Context: an optimization exercise on an open-source flow, tuned for small area. The choices shown serve that exercise and are no tape-out recipe. RTL that was checked went through simulation tests only; none was proved equivalent to the original. Power and IR drop assume default switching activity.

== red ==
## top
module top(clk, reset_n, M0_req, M0_address, M0_wr, M0_dout, M0_grant, M_din, timer_interrupt, fifo_cnt, fifo_flag);
	input			clk;
	input			reset_n;
	input			M0_req;
	input	[7:0]	M0_address;
	input			M0_wr;
	input	[7:0]	M0_dout;
	output			M0_grant;
	output	[7:0]	M_din;
	output			timer_interrupt;
	output	[3:0]	fifo_cnt;
	output	[5:0]	fifo_flag;
	localparam MS_IDLE = 3'b000;	 
	localparam MS_IREQ = 3'b110;	 
	localparam MS_REQ  = 3'b001;	 
	localparam MS_REQG = 3'b111;	 
	localparam MS_GRA  = 3'b010;
	localparam MS_DEL  = 3'b011;
	localparam MS_CNT  = 3'b100;
	localparam C_NONE  = 3'b000;
	localparam C_READ  = 3'b001;
	localparam C_EMPTY = 3'b011;
	localparam C_RERR  = 3'b010;
	localparam C_WRITE = 3'b101;
	localparam C_FULL  = 3'b111;
	localparam C_WERR  = 3'b110;
	reg		[2:0]	ms;
	reg		[1:0]	cs;		 
	reg		[7:0]	cv;		 
	reg		[7:0]	lv;		 
	reg		[7:0]	la;		 
	reg				con;	 
	reg		[2:0]	cat;	 
	reg		[1:0]	fr;		 
	reg		[2:0]	rsrc;	 
	reg		[15:0]	cnt_all;	 
	reg		[255:0]	mq;			 
	genvar gi, gk, gb;
	wire			m1_own = ms[1] & (ms[0] | ~ms[2]);
	assign			M0_grant = ~m1_own;
	wire			gra = (ms == MS_GRA);
	wire	[7:0]	addr = m1_own ? ({8{gra}} & la) : M0_address;
	wire			wr = ~m1_own & M0_wr;
	wire	[7:0]	din = M0_dout;
	wire			hi1 = (addr[7:4] == 4'h1);
	wire	[3:0]	fdec;
	assign fdec[0] = hi1 & (addr[3:0] == 4'h1);
	assign fdec[1] = hi1 & (addr[3:0] == 4'h2);
	assign fdec[2] = hi1 & (addr[3:0] == 4'h3);
	assign fdec[3] = hi1 & (addr[3:0] == 4'h4);
	wire			fhit = |fdec;
	wire	[1:0]	f = addr[1:0] - 2'd1;
	wire	[3:0]	c;
	generate
		for (gb = 0; gb < 4; gb = gb + 1)
		begin : g_csel
			mx4 u(.s(addr[1:0]), .d0(cnt_all[12 + gb]), .d1(cnt_all[gb]), .d2(cnt_all[4 + gb]), .d3(cnt_all[8 + gb]), .y(c[gb]));
		end
	endgenerate
	wire			c_empty = ~(c[3] | c[2] | c[1] | c[0]);
	wire			c_is7 = c[2] & c[1] & c[0];
	wire			c_is1 = c[0] & ~(c[2] | c[1]);
	wire			do_w = wr & ~c[3];
	wire			do_r = ~wr & ~c_empty;
	wire	[3:0]	c_new = do_w ? (c + 4'h1) : (c - 4'h1);
	wire	[15:0]	cnt_nx;
	generate
		for (gi = 0; gi < 4; gi = gi + 1)
		begin : g_fifo
  ...
Size in the first run: roughly 990 cells after synthesis, roughly 310 flip-flops, roughly 40 I/O pins, roughly 0.012 mm2 of cells after synthesis.
==> flow/config.mk <==
export PLATFORM = sky130hd
export DESIGN_NAME = top
export DESIGN_NICKNAME = top
export VERILOG_FILES = /design/flow/design.v
export SDC_FILE = /design/flow/constraint.sdc
export NUM_CORES = 4
export LEC_CHECK = 0
export CAP_MARGIN = 20
export CORE_MARGIN = 2
export CORE_UTILIZATION = 70
export CTS_BUF_LIST = sky130_fd_sc_hd__clkbuf_8
export CTS_CLUSTER_DIAMETER = 60
export CTS_CLUSTER_SIZE = 15
export GPL_TIMING_DRIVEN = 0
export SLEW_MARGIN = 20
export SYNTH_HIERARCHICAL = 1
==> flow/constraint.sdc <==
create_clock -name core_clock -period 6.0 [get_ports {clk}]
set_input_delay 1.2000 -clock core_clock [delete_from_list [all_inputs] [get_ports {clk}]]
set_output_delay 1.2000 -clock core_clock [all_outputs]
set_load 0.01 [all_outputs]
standard.sh (not shown) runs the stock make flow with config.mk's settings and CLKGATE_MAP_FILE= SYNTH_SCRIPT=/design/flow/synth_recipe.tcl, a recipe that flattens the netlist after the stock synthesis.
==> flow/flow/run.sh <==
#!/bin/bash
# Own layout flow: the standard flow (standard.sh) with three changes:
#  - synthesis maps logic with an area-oriented ABC script (flow/abc_map.script)
#    in place of ORFS's speed script; registers are inferred and mapped exactly
#    as in the standard synthesis,
#  - ports are buffered with buf_1 cells,
#  - CTS inserts no dummy loads.
# Each run's full output goes to a log file in the work folder.
set -euo pipefail
W="$(pwd)"
rm -rf "$W/scripts_mod"
cp -r "$FLOW_HOME/scripts" "$W/scripts_mod"
cp "$W/flow/abc_map.script" "$W/scripts_mod/abc_speed.script"
export SCRIPTS_DIR="$W/scripts_mod"
export BUFFER_PORTS_ARGS="-buffer_cell sky130_fd_sc_hd__buf_1"
export CTS_ARGS="-sink_clustering_enable -repair_clock_nets -sink_clustering_size 18 -sink_clustering_max_diameter 60 -buf_list sky130_fd_sc_hd__clkbuf_8 -dont_use_dummy_load"
bash "$W/standard.sh" > "$W/flow_make.log" 2>&1
==> flow/flow/abc_map.script <==
&get -n
&st
&syn2
&dch -f
&nf -R 1000
&st
&syn2
&dch -f
&nf -R 1000
&put
What blue does differently from red at the input level:
--- a/flow/design.v
+++ b/flow/design.v
@@ -233,46 +233,54 @@
 	wire	[31:0]	rsel;
 	generate
 		for (gi = 0; gi < 4; gi = gi + 1)
 		begin : g_rsel
 			for (gk = 0; gk < 8; gk = gk + 1)
 			begin : g_k
 				assign rsel[gi*8 + gk] = frdec[gi] & row[gk];
 			end
 		end
 	endgenerate
 	wire	[7:0]	rs = 8'h01 << rsrc;
-	wire	[7:0]	xsrc;		 
-	assign xsrc[0] = ~((rs[1] & cs[1]) | (rs[2] & con) | (rs[6] & csd[0]));
-	assign xsrc[1] = ~(rs[6] & csd[1]);
-	assign xsrc[2] = ~(rs[6] & msd[0]);
-	assign xsrc[3] = ~(rs[6] & msd[1]);
-	assign xsrc[4] = ~(rs[6] & msd[2]);
-	assign xsrc[7:5] = 3'b111;
+	wire	[4:0]	xd = {msd, csd};
 	generate
 		for (gb = 0; gb < 8; gb = gb + 1)
 		begin : g_rbit
 			wire	[31:0]	col;
 			for (gk = 0; gk < 32; gk = gk + 1)
 			begin : g_col
 				assign col[gk] = mq[gk*8 + gb];
 			end
-			wire	[12:0]	t;
+			wire	[11:0]	t;
 			for (gk = 0; gk < 10; gk = gk + 1)
 			begin : g_t
 				ao222n u(.a1(col[3*gk]), .a2(rsel[3*gk]), .b1(col[3*gk+1]), .b2(rsel[3*gk+1]), .c1(col[3*gk+2]), .c2(rsel[3*gk+2]), .y(t[gk]));
 			end
-			ao22n u10(.a1(col[30]), .a2(rsel[30]), .b1(col[31]), .b2(rsel[31]), .y(t[10]));
 			ao222n u11(.a1(la[gb]), .a2(rs[3]), .b1(lv[gb]), .b2(rs[4]), .c1(cv[gb]), .c2(rs[5]), .y(t[11]));
-			assign t[12] = xsrc[gb];
-			nand13 u_or(.a(t), .y(M_din[gb]));
+			if (gb == 0)
+			begin : g_b0
+				wire	t12, t13;
+				ao222n u10(.a1(col[30]), .a2(rsel[30]), .b1(col[31]), .b2(rsel[31]), .c1(cs[1]), .c2(rs[1]), .y(t[10]));
+				ao22n u12(.a1(con), .a2(rs[2]), .b1(xd[0]), .b2(rs[6]), .y(t12));
+				nand13 u_or(.a({t12, t}), .y(M_din[gb]));
+			end
+			else if (gb < 5)
+			begin : g_b14
+				ao222n u10(.a1(col[30]), .a2(rsel[30]), .b1(col[31]), .b2(rsel[31]), .c1(xd[gb]), .c2(rs[6]), .y(t[10]));
+				nand12 u_or(.a(t), .y(M_din[gb]));
+			end
+			else
+			begin : g_b57
+				ao22n u10(.a1(col[30]), .a2(rsel[30]), .b1(col[31]), .b2(rsel[31]), .y(t[10]));
+				nand12 u_or(.a(t), .y(M_din[gb]));
+			end
 		end
 	endgenerate
 	wire			fvalid = (cat != C_NONE);
 	wire	[3:0]	rc = {4{fvalid}} & cl;
 	assign fifo_cnt = rc;
 	assign fifo_flag[5] = rc[3];
 	assign fifo_flag[4] = fvalid & ~(rc[3] | rc[2] | rc[1] | rc[0]);
 	assign fifo_flag[3] = cat[2] & cat[0];
 	assign fifo_flag[2] = cat[2] & cat[1] & ~cat[0];
 	assign fifo_flag[1] = ~cat[2] & cat[0];
 	assign fifo_flag[0] = ~cat[2] & cat[1] & ~cat[0];
@@ -284,22 +292,27 @@
 endmodule
 module ao222n(a1, a2, b1, b2, c1, c2, y);
 	input	a1, a2, b1, b2, c1, c2;
 	output	y;
 	assign y = ~((a1 & a2) | (b1 & b2) | (c1 & c2));
 endmodule
 module ao22n(a1, a2, b1, b2, y);
 	input	a1, a2, b1, b2;
 	output	y;
 	assign y = ~((a1 & a2) | (b1 & b2));
 endmodule
+module nand12(a, y);
+	input	[11:0]	a;
+	output	y;
+	assign y = ~&a;
+endmodule
 module nand13(a, y);
 	input	[12:0]	a;
 	output	y;
 	assign y = ~&a;
 endmodule
 module mx4(s, d0, d1, d2, d3, y);
 	input	[1:0]	s;
 	input	d0, d1, d2, d3;
 	output	y;
 	assign y = s[1] ? (s[0] ? d3 : d2) : (s[0] ? d1 : d0);
 endmodule
==> comparison <==
- Proportion of power drawn by combinational gates in blue vs red: down 17 points
- Via count went up slightly going from red to blue.
- [blue] met3 usage fell 2.7 points relative to red
- [blue] data arrival time of the worst path rose 1.70 ns relative to red
- Final critical path time including I/O delays and setup ended up 0.013 ns higher on blue than on red.
- Compared to red, blue has biggest cell delay along the critical path 0.08 ns lower.
- In the tables for red and blue, max-slew headroom at the worst pin reads lower with red.
- Relative to red, post-synthesis simple-gate area fraction increased by 0.22 points in blue.
- Compared with red, in blue met2 track demand over resource in global routing rose by 3.0 points, final worst-path setup slack went down 0.013 ns, post-route non-filler standard cell count went down by 21.
Function not checked in red: the RTL went through the layout flow alone.

[what the ideal ports hide]
The flow's constraints put no driver on any port. The routed layouts listed below were extracted and timed again, unchanged, in two steps. Step 1 assumes that a clkbuf_16 drives the clock port and a buf_2 every other input. Step 2 moves the port delays by t, midway between the first and last clock arrival at a register: inputs arrive t later, outputs are due t later. That takes back most of the time a late clock gives input paths. Slacks: ideal / step 1 / step 2; pairs: ideal / step 1.
| run | shift t [ns] | setup WS [ns] | worst setup path after step 2 | latest minus earliest clock arrival (ns) | worst register clock-pin slew, ns |
|---|---|---|---|---|---|
| red | 0.577 | 0.737 / 0.698 / 0.744 | input to register | 0.052 / 0.052 | 0.11 / 0.11 |
| blue | 0.568 | 0.724 / 0.724 / 0.666 | input to register | 0.037 / 0.037 | 0.11 / 0.11 |
After both steps every run listed still meets setup and hold. For blue, which loses most, drivers alone change the setup slack by 0.000 ns; drivers and shift together by -0.058 ns.
